What follows belongs to an exercise in optimizing a design on an open flow for small area; a production flow would make more cautious choices. Only simulation tests tie the RTL to the original design; equivalence was not proved. The flow treats the clock pin as an ideal source, which a real chip does not have. Power and IR drop assume default switching activity.

<file path="design/flow/flow/clock_buf.tcl">
# Clock buffering in place of TritonCTS: split the flip-flop clock pins into
# MYCLKN (a power of 2) groups of equal size by recursive bisection of their
# positions (each cut at the median, across the longer side of the group's
# bounding box), and drive each group from its own MYCLKBUF buffer placed at
# the group's centre. The clock port then drives only the MYCLKN buffers.
set dbu [[ord::get_db_tech] getDbUnitsPerMicron]
set pins {}
foreach p [get_pins */CLK] {
  set inst [[sta::sta_to_db_pin $p] getInst]
  set bb [$inst getBBox]
  lappend pins [list $p [expr {([$bb xMin] + [$bb xMax]) / 2.0 / $dbu}] \
                     [expr {([$bb yMin] + [$bb yMax]) / 2.0 / $dbu}]]
}

proc bisect { group parts } {
  if { $parts <= 1 || [llength $group] < 2 } { return [list $group] }
  set xs {}; set ys {}
  foreach e $group { lappend xs [lindex $e 1]; lappend ys [lindex $e 2] }
  set xs [lsort -real $xs]; set ys [lsort -real $ys]
  set w [expr {[lindex $xs end] - [lindex $xs 0]}]
  set h [expr {[lindex $ys end] - [lindex $ys 0]}]
  set idx [expr {$w >= $h ? 1 : 2}]
  set sorted [lsort -real -index $idx $group]
  set half [expr {[llength $sorted] / 2}]
  return [concat [bisect [lrange $sorted 0 [expr {$half - 1}]] [expr {$parts / 2}]] \
                 [bisect [lrange $sorted $half end] [expr {$parts / 2}]]]
}

set i 0
foreach g [bisect $pins $::env(MYCLKN)] {
  set loads {}; set sx 0; set sy 0
  foreach e $g {
    lappend loads [lindex $e 0]
    set sx [expr {$sx + [lindex $e 1]}]; set sy [expr {$sy + [lindex $e 2]}]
  }
  set c [list [expr {$sx / [llength $g]}] [expr {$sy / [llength $g]}]]
  puts "clock buffer $i at $c drives [llength $g] pins"
  insert_buffer -buffer_cell $::env(MYCLKBUF) -net clk_100kHz -load_pins $loads \
    -buffer_name clkbuf_leaf_$i -net_name clknet_leaf_$i -location $c
  incr i
}
</file>
<file path="design/flow/flow/run.sh">
#!/bin/bash
# Own layout flow: the standard ORFS flow (standard.sh) with these changes.
#  - Synthesis: the standard script (my_synth.tcl = synth_recipe.tcl plus an
#    override of ABC's script). Flip-flops are mapped before ABC runs, so the
#    registers (names, count, cell types) are the standard synthesis's. The
#    synthesis is tried with several area-oriented ABC scripts (in
#    try_<name>/, log try_<name>.log): abc_*.script here, and ABC's deepsyn
#    with different seeds, also without the full-adder extraction; the one
#    giving the smallest cell area is used for the layout.
#  - Port buffers: the smallest buffer cell (sky130_fd_sc_hd__buf_1).
#  - Clock: instead of TritonCTS's H-tree, clock_buf.tcl (run just before
#    CTS) drives the flip-flops from MYCLKN buffers, each at the centre of a
#    position cluster of clock pins; CTS then finds the clock already
#    buffered and leaves it.
# Each tool's output goes to its ORFS log under orfs/logs (try_*/logs for
# the synthesis trials); make's output to flow_make.log / try_<name>.log.
set -eo pipefail
F=$PWD/flow
export MYCLKN=${MYCLKN:-4}
export MYCLKBUF=${MYCLKBUF:-sky130_fd_sc_hd__clkbuf_8}

# the trials run NUM_CORES at a time
trial() {
  local sc=$1 nofa=$2 name
  name=$(basename "$sc" .script)_fa$((1 - nofa))
  if bash standard.sh SYNTH_SCRIPT="$F/my_synth.tcl" MY_ABC_SCRIPT="$sc" MY_NO_FA=$nofa \
      WORK_HOME="$PWD/try_$name" synth > "try_$name.log" 2>&1; then
    stat="$PWD/try_$name/reports/$FLOW_PLATFORM/hz_counter/base/synth_stat.txt"
    area=$(sed -n "s/.*Chip area for.*: *\([0-9.]*\).*/\1/p" "$stat" | tail -1)
    echo "$area $name $sc $nofa" > "try_$name.area"
  fi
}
n=0
# ABC scripts: the fixed ones in flow/, and deepsyn runs with seeds 1..N
# (written to abc_gen/), each tried with and without the full-adder
# extraction up to seed NFA and without it above
NDS=${NDS:-32}
NFA=${NFA:-16}
mkdir -p abc_gen
jobs_list=()
for sc in "$F"/abc_*.script; do jobs_list+=("$sc:0"); done
for k in $(seq 1 "$NDS"); do
  printf 'strash\n&get -n\n&deepsyn -T 60 -S %d\n&put\ndch -f\namap\ntopo\n' "$k" > "abc_gen/abc_ds$k.script"
  if (( k <= NFA )); then jobs_list+=("$PWD/abc_gen/abc_ds$k.script:0"); fi
  jobs_list+=("$PWD/abc_gen/abc_ds$k.script:1")
done
for t in "${jobs_list[@]}"; do
  trial "${t%:*}" "${t##*:}" &
  n=$((n + 1))
  if (( n % ${NUM_CORES:-4} == 0 )); then wait; fi
done
wait
cat try_*.area | sort -g > synth_trials.txt
read -r best_area best_name best best_nofa < synth_trials.txt
echo "chosen $best_name $best_area" >> synth_trials.txt
# continue from the chosen trial's synthesis (deepsyn stops on a timeout, so
# a rerun could differ)
mkdir -p orfs
cp -a "try_$best_name/." orfs/

bash standard.sh \
  SYNTH_SCRIPT="$F/my_synth.tcl" \
  MY_ABC_SCRIPT="$best" MY_NO_FA="$best_nofa" \
  "BUFFER_PORTS_ARGS=-buffer_cell sky130_fd_sc_hd__buf_1" \
  PRE_CTS_TCL="$F/clock_buf.tcl" \
  finish > flow_make.log 2>&1
</file>
<file path="design/flow/flow/my_synth.tcl">
# Standard synthesis (synth_recipe.tcl) with two changes: ABC maps the
# combinational logic with the script in MY_ABC_SCRIPT, and when MY_NO_FA is
# 1 the full-adder extraction is skipped (ABC then maps the adder too).
# Flip-flops are mapped by dfflibmap before ABC runs, so the registers
# (names, count, cell types) are those of the standard synthesis.
proc synth {args} { yosys synth -nofsm -noshare {*}$args }
proc abc {args} {
  set i [lsearch -exact $args -script]
  if { $i >= 0 } { lset args [expr {$i + 1}] $::env(MY_ABC_SCRIPT) }
  yosys abc {*}$args
}
proc extract_fa {args} {
  if { ![info exists ::env(MY_NO_FA)] || !$::env(MY_NO_FA) } {
    yosys extract_fa {*}$args
  }
}
source $::env(SCRIPTS_DIR)/synth.tcl
# left out here: clear keep_hierarchy, flatten, clean up, hide names made inside functions, write 1_2_yosys.v
</file>
<file path="design/flow/standard.sh">
#!/bin/bash
# synth_recipe.tcl (not shown) runs the flow's synth.tcl, then flattens the netlist and writes it again
# the make line also repeats each setting of config.mk as NAME=value (left out here)
make -C /OpenROAD-flow-scripts/flow DESIGN_CONFIG=/design/flow/config.mk WORK_HOME=/design/flow/orfs CLKGATE_MAP_FILE= SYNTH_SCRIPT=/design/flow/synth_recipe.tcl "${@:-finish}"
</file>
<file path="design/flow/flow/abc_a1.script">
strash
dch
map -a
topo
</file>
<file path="design/flow/design.v">
`timescale 1ns / 1ps
module hz_counter(
	input wire clk_100kHz,
	input wire rst,
	input wire sig_source,
	input wire tick_1Hz,
	output reg [13:0] sig_Hz
    );
	reg src_d;
	reg sig_state;
	reg [16:0] cnt;
	reg [3:0] scnt;
	reg [15:0] rem;
	reg [14:0] quot;
	wire sig_rise = sig_source & ~src_d;
	wire m_end = ~rst & sig_rise & sig_state;
	wire busy = ~quot[14];
	wire last = busy & quot[13];
	wire z9 = ~|quot[13:9];
	wire z7 = z9 & ~quot[8] & ~quot[7];
	wire z5 = z7 & ~quot[6] & ~quot[5];
	wire z4 = z5 & ~quot[4];
	wire nbit = (z9 & quot[8]) | (z7 & quot[6]) | (z5 & quot[4]) | (z4 & quot[3]);
	wire [16:0] t = {rem, nbit};
	wire [16:0] b = busy ? ~t : 17'd0;
	wire [17:0] c;
	wire [16:0] s;
	assign c[0] = ~busy;
	genvar i;
	generate for (i = 0; i < 17; i = i + 1) begin : add
		assign s[i] = cnt[i] ^ b[i] ^ c[i];
		assign c[i+1] = (cnt[i] & b[i]) | (c[i] & (cnt[i] ^ b[i]));
	end endgenerate
	wire ge = ~c[17];                        
	wire [15:0] rem_nx = ge ? ~s[15:0] : t[15:0];
	wire [3:0] scnt_nx = sig_state ? scnt + 4'd1 : 4'd0;
	wire [13:0] small_q =
		(cnt[2:0] == 3'd0) ? 14'd0 :
		(cnt[2:0] == 3'd1) ? 14'd8249 :
		(cnt[2:0] == 3'd2) ? 14'd10678 :
		(cnt[2:0] == 3'd3) ? 14'd7118 :
		(cnt[2:0] == 3'd4) ? 14'd11892 :
		(cnt[2:0] == 3'd5) ? 14'd6892 :
		(cnt[2:0] == 3'd6) ? 14'd3559 :
		                      14'd1178;
	wire is_small = ~|cnt[16:3];
	wire [14:0] quot_nx =
		rst   ? 15'h4000 :
		m_end ? 15'd1 :
		busy  ? ({quot[13:0], ge & ~is_small} | {1'b0, small_q & {14{last & is_small}}}) :
		        quot;
	always @ (posedge clk_100kHz) begin
		src_d <= sig_source;
	end
	always @ (posedge clk_100kHz) begin
		if (rst)
			sig_state <= 1'b0;
		else if (sig_rise)
			sig_state <= ~sig_state;
	end
	wire c_load = busy & (m_end | last);
	wire c_hold = busy & ~(m_end | last);
	wire c_inc = ~busy & sig_state;
	always @(posedge clk_100kHz) begin
		cnt <= ({17{c_hold}} & cnt) | ({17{c_inc}} & s[16:0]) | ({17{c_load}} & {13'd0, scnt_nx});
	end
	always @(posedge clk_100kHz) begin
		scnt <= scnt_nx;
	end
	always @(posedge clk_100kHz) begin
		if (m_end)
			rem <= 16'd6;
		else
			rem <= rem_nx;
	end
	always @(posedge clk_100kHz) begin
		quot <= quot_nx;
	end
	always @ (posedge clk_100kHz) begin
		if (rst || tick_1Hz)
			sig_Hz <= quot_nx[13:0];
	end
endmodule
</file>
<file path="design/flow/flow/abc_c1.script">
strash
dch -f
amap
topo
</file>
<file path="design/flow/config.mk">
export PLATFORM = sky130hd
export DESIGN_NAME = hz_counter
export DESIGN_NICKNAME = hz_counter
export VERILOG_FILES = /design/flow/design.v
export SDC_FILE = /design/flow/constraint.sdc
export NUM_CORES = 4
export LEC_CHECK = 0
export CAP_MARGIN = 20
export CORE_MARGIN = 2
export CORE_UTILIZATION = 70
export GPL_TIMING_DRIVEN = 0
export SLEW_MARGIN = 20
</file>
<file path="design/flow/constraint.sdc">
create_clock -name core_clock -period 50.0 [get_ports {clk_100kHz}]
set_input_delay 10.0000 -clock core_clock [delete_from_list [all_inputs] [get_ports {clk_100kHz}]]
set_output_delay 10.0000 -clock core_clock [all_outputs]
set_load 0.01 [all_outputs]
</file>
==> key figures <==
Detailed routing
  • Wire per inst: approximately 15 microns
  • Final antenna-violating net count: 0
  • Residual DRC: 0
  • Iter 0 DRT Violations: about 340
  • Vias: 2408
  • Vias per cell: roughly 6.1
  • Post-Route WL: between 5000 and 6000 microns
  • Drt first pass iters: 5

Layout
  • # diodes: 0
  • Fraction of layout cells with a size suffix above 1: under 10%
  • Post-route cell area: 2930 sq um
  • Area grow syn2layout: 6.51%
  • Layout fillers: approximately 270
  • Nets: about 350

Timing
  • Final Skew: just under 0.01 ns
  • Final Hold Viols: 0
  • Period utilisation layout: between 20% and 30%
  • Max-slew violations: 0
  • Worst slew pin tran: 1.00 ns
  • RSZ-0062 raised after global routing: false
  • Sum Neg Setup Slack: 0 ns
  • Min Tclk post-route: around 12 ns
  • Final setup fails: 0
  • Fmax: between 80 and 90 MHz
  • Slew margin rel.: about a third

Place
  • Post-placement cell area: approximately 2900 sq um
  • I/O Buffers: 17
  • HPWL after DPL: between 4000 and 5000 microns
  • Routability Congestion: between 0.8 and 0.9

Power and ir drop
  • Sequential Power Share: 53.3%
  • Clock network fraction of total power: 15.8%
  • Sw Share: around 34%
  • Cell internal pwr: about 0.084 mW
  • P_leak: between 1 and 1.5 nW
  • Combinational power share: between 30% and 40%
  • Power per cell area: 43.5 nW/um^2
  • Peak supply drop: between 20 and 30 uV
  • Switching Power: between 0.04 and 0.05 mW

GRT
  • Largest net degree at the start of global routing: 28
  • First-pass GRT wire length: around 10000 microns
  • Number of global-route vias before repair: approximately 2200
  • Initial antenna violation count: 0
  • Total global-route track usage: 29.0%
  • Grt ovf: 0

Logic synthesis
  • Post-synth EDFFs: 14
  • Synthesized net count: around 330
  • Mean area per synthesized cell: around 8.4 sq um
  • Distinct cell type count after synthesis: 25
  • YS warnings: 1
  • Synth Flop Type: dfxtp_1
  • Sequential area share after synthesis: between 50% and 60%
  • Yosys reg bits: 68
  • Top cell type's share of synthesized area: 39.3%
  • Mapped cell area: around 2800 sq um
  • Synth top area cells: dfxtp_1 (39%), edfxtp_1 (15%), o21ai_0 (9.5%)
  • Post-synthesis cell count: around 330
  • Yosys top cell by area: dfxtp_1
  • Async set or reset register ratio after synthesis: 0%

Hold path
  • Hold Crit Start: scnt[0]
  • HP Class: register to register

Job
  • Max Cap Violations: 0

Floorplanning
  • Die Ht: approximately 67 microns
  • FP Rows: 22
  • Die area: 4450 sq um
  • Core area: 3720 sq um
  • I/O pins: 18
  • Starting density of the core: approximately three quarters
  • Width of the die: 66.7 microns

Clock tree
  • Setup Fix Bufs, Post-CTS: 0
  • Hold buffers post-CTS: 0
  • CTS clk-pin slew, worst paths: about 0.09 ns
  • Post-CTS sizing: 0
  • Worst skew pair latency: between 0.15 and 0.2 ns

Setup path
  • Arr. time, crit path: 11.60 ns
  • Crit end category: register
  • Reg2reg start: quot[14]
  • Crit Path Class: primary input to register
  • CP required: ~50 ns
  • Critical Path Source: sig_source
  • Worst setup SP type: primary input
  • Critical Path Fanout Max: 10

Run status
  • Outcome: no timing/DRC/antenna violations
logic make-up after synthesis:
| group | after synthesis | share of synthesized area [%] |
|---|---|---|
| simple gates | 105 | 15.3 |
| flops | 68 | 54.6 |
| compound gates | 112 | 24.4 |
| buf+inv | 42 | 5.73 |
worst paths after layout:
kind / end / slack, ns / depth (start not counted)
setup reg to reg: rem[7] / 39.42 / 39
setup / recovery: sig_Hz[9] / 38.35 / 5
hold / removal: scnt[0] / 0.47 / 1
hold reg to reg: scnt[0] / 0.47 / 1
stage by stage:
| stage | total power [mW] | util (%) | hold slack [ns] | setup slack (ns) | instances |
|---|---|---|---|---|---|
| 3_3_place_gp | 0.104 | 77.3 | 0.430 | 38.29 | 392 |
| 6_report | 0.127 | 78.8 | 0.467 | 38.35 | 396 |
| 2_1_floorplan | 0.0980 | - | 0.415 | 38.78 | 327 |
| 4_1_cts | 0.123 | 78.8 | 0.446 | 38.22 | 396 |
| 5_1_grt | 0.136 | 78.8 | 0.475 | 37.81 | 396 |
| 3_5_place_dp | 0.107 | 77.3 | 0.446 | 38.21 | 392 |
per-layer routing:
layer	vias up	GRT usage, %	wire, microns	share of wire, %
li1	1204	-	-	-
met1	1094	41.0	2580	44
met2	99	48.5	2790	48
met3	11	2.70	349	6.0
met4	0	6.63	113	1.9
met5	-	0	0	0
registers in the layout, indices dropped and copies added, names as in the netlist:
name,cells
scnt,4
sig_Hz,14
quot,15
sig_state,1
rem,16
src_d,1
cnt,17
area by class of cell, without the clock buffers:
class / instances / area [sq um] / share of cell area [%]
inverter: 42 / 158 / 5.38
timing repair buffer: 17 / 63.8 / 2.18
tap: 48 / 60.1 / 2.05
multi-input combinational: 217 / 1090 / 37.2
sequential: 68 / 1500 / 51.3
worst max-delay path, stage by stage:
cell	delay, ns
buf_1	0.08
nor2b_1	0.15
a21oi_1	0.61
clkinv_1	0.38
a211oi_1	0.39
cells in the final DEF, fill, tap and decap left out:
| master | synthesis | routed |
|---|---|---|
| buf_1 | 0 | 17 |
| o21ai_0 | 52 | 52 |
| o22ai_1 | 28 | 28 |
| nand3_1 | 2 | 2 |
| a311oi_1 | 1 | 1 |
| nor2b_1 | 1 | 1 |
| dfxtp_1 | 54 | 54 |
| a211oi_1 | 4 | 4 |
| a21o_1 | 1 | 1 |
| nand2b_1 | 1 | 1 |
| nand2_1 | 44 | 44 |
| o221ai_1 | 4 | 4 |
| nor2_1 | 48 | 48 |
| edfxtp_1 | 14 | 14 |
| or3_1 | 1 | 1 |
| nor4_1 | 1 | 1 |
| a31oi_1 | 3 | 3 |
| clkinv_1 | 42 | 42 |
| o22a_1 | 2 | 2 |
| a21oi_1 | 11 | 11 |
| nor3_1 | 3 | 3 |
| nand4_1 | 3 | 3 |
| o32ai_1 | 1 | 1 |
| o221a_1 | 4 | 4 |
| or2_1 | 0 | 1 |
| clkbuf_8 | 0 | 4 |
| o2111ai_1 | 1 | 1 |
power groups by stage:
stage | logic, mW | clock network (mW) | registers, mW
floorplan | 0.0295 | 0 | 0.0685
global placement | 0.0351 | 0 | 0.0685
detailed placement | 0.0382 | 0 | 0.0690
CTS | 0.0387 | 0.0155 | 0.0691
global route | 0.0456 | 0.0221 | 0.0686
finish | 0.0393 | 0.0201 | 0.0678
synthesized netlist by cell type, drive strengths merged, types with 2 or more instances:
cell type / count
a31oi: 3
clkinv: 42
dfxtp: 54
o221a: 4
nor2: 48
o221ai: 4
nand4: 3
nand3: 2
a211oi: 4
o21ai: 52
o22ai: 28
nor3: 3
a21oi: 11
nand2: 44
o22a: 2
edfxtp: 14

==> separate check: timing with driven ports <==
In the flow no input, the clock included, has a driving cell. The finished layout below was timed again as built, in two steps. Step 1 (the two cells are an assumption about what drives the block):
set clk [get_ports {clk_100kHz}]
set_driving_cell -lib_cell sky130_fd_sc_hd__clkbuf_16 $clk
set_driving_cell -lib_cell sky130_fd_sc_hd__buf_2 [delete_from_list [all_inputs] $clk]
Step 2, shift: input delay + t, output delay - t, t = (earliest + latest rising clock arrival at the registers) / 2. This alone moves slack from input paths to output paths. a / b / c = ideal / step 1 / step 2; a / b = the first two.
t (ns): 0.211
setup WS [ns]: 38.355 / 38.389 / 38.178
worst data-port slew with drivers (ns): 0.03
After both steps setup and hold are still met in this run. For this run, drivers alone change the setup slack by +0.034 ns; drivers and shift together by -0.177 ns.
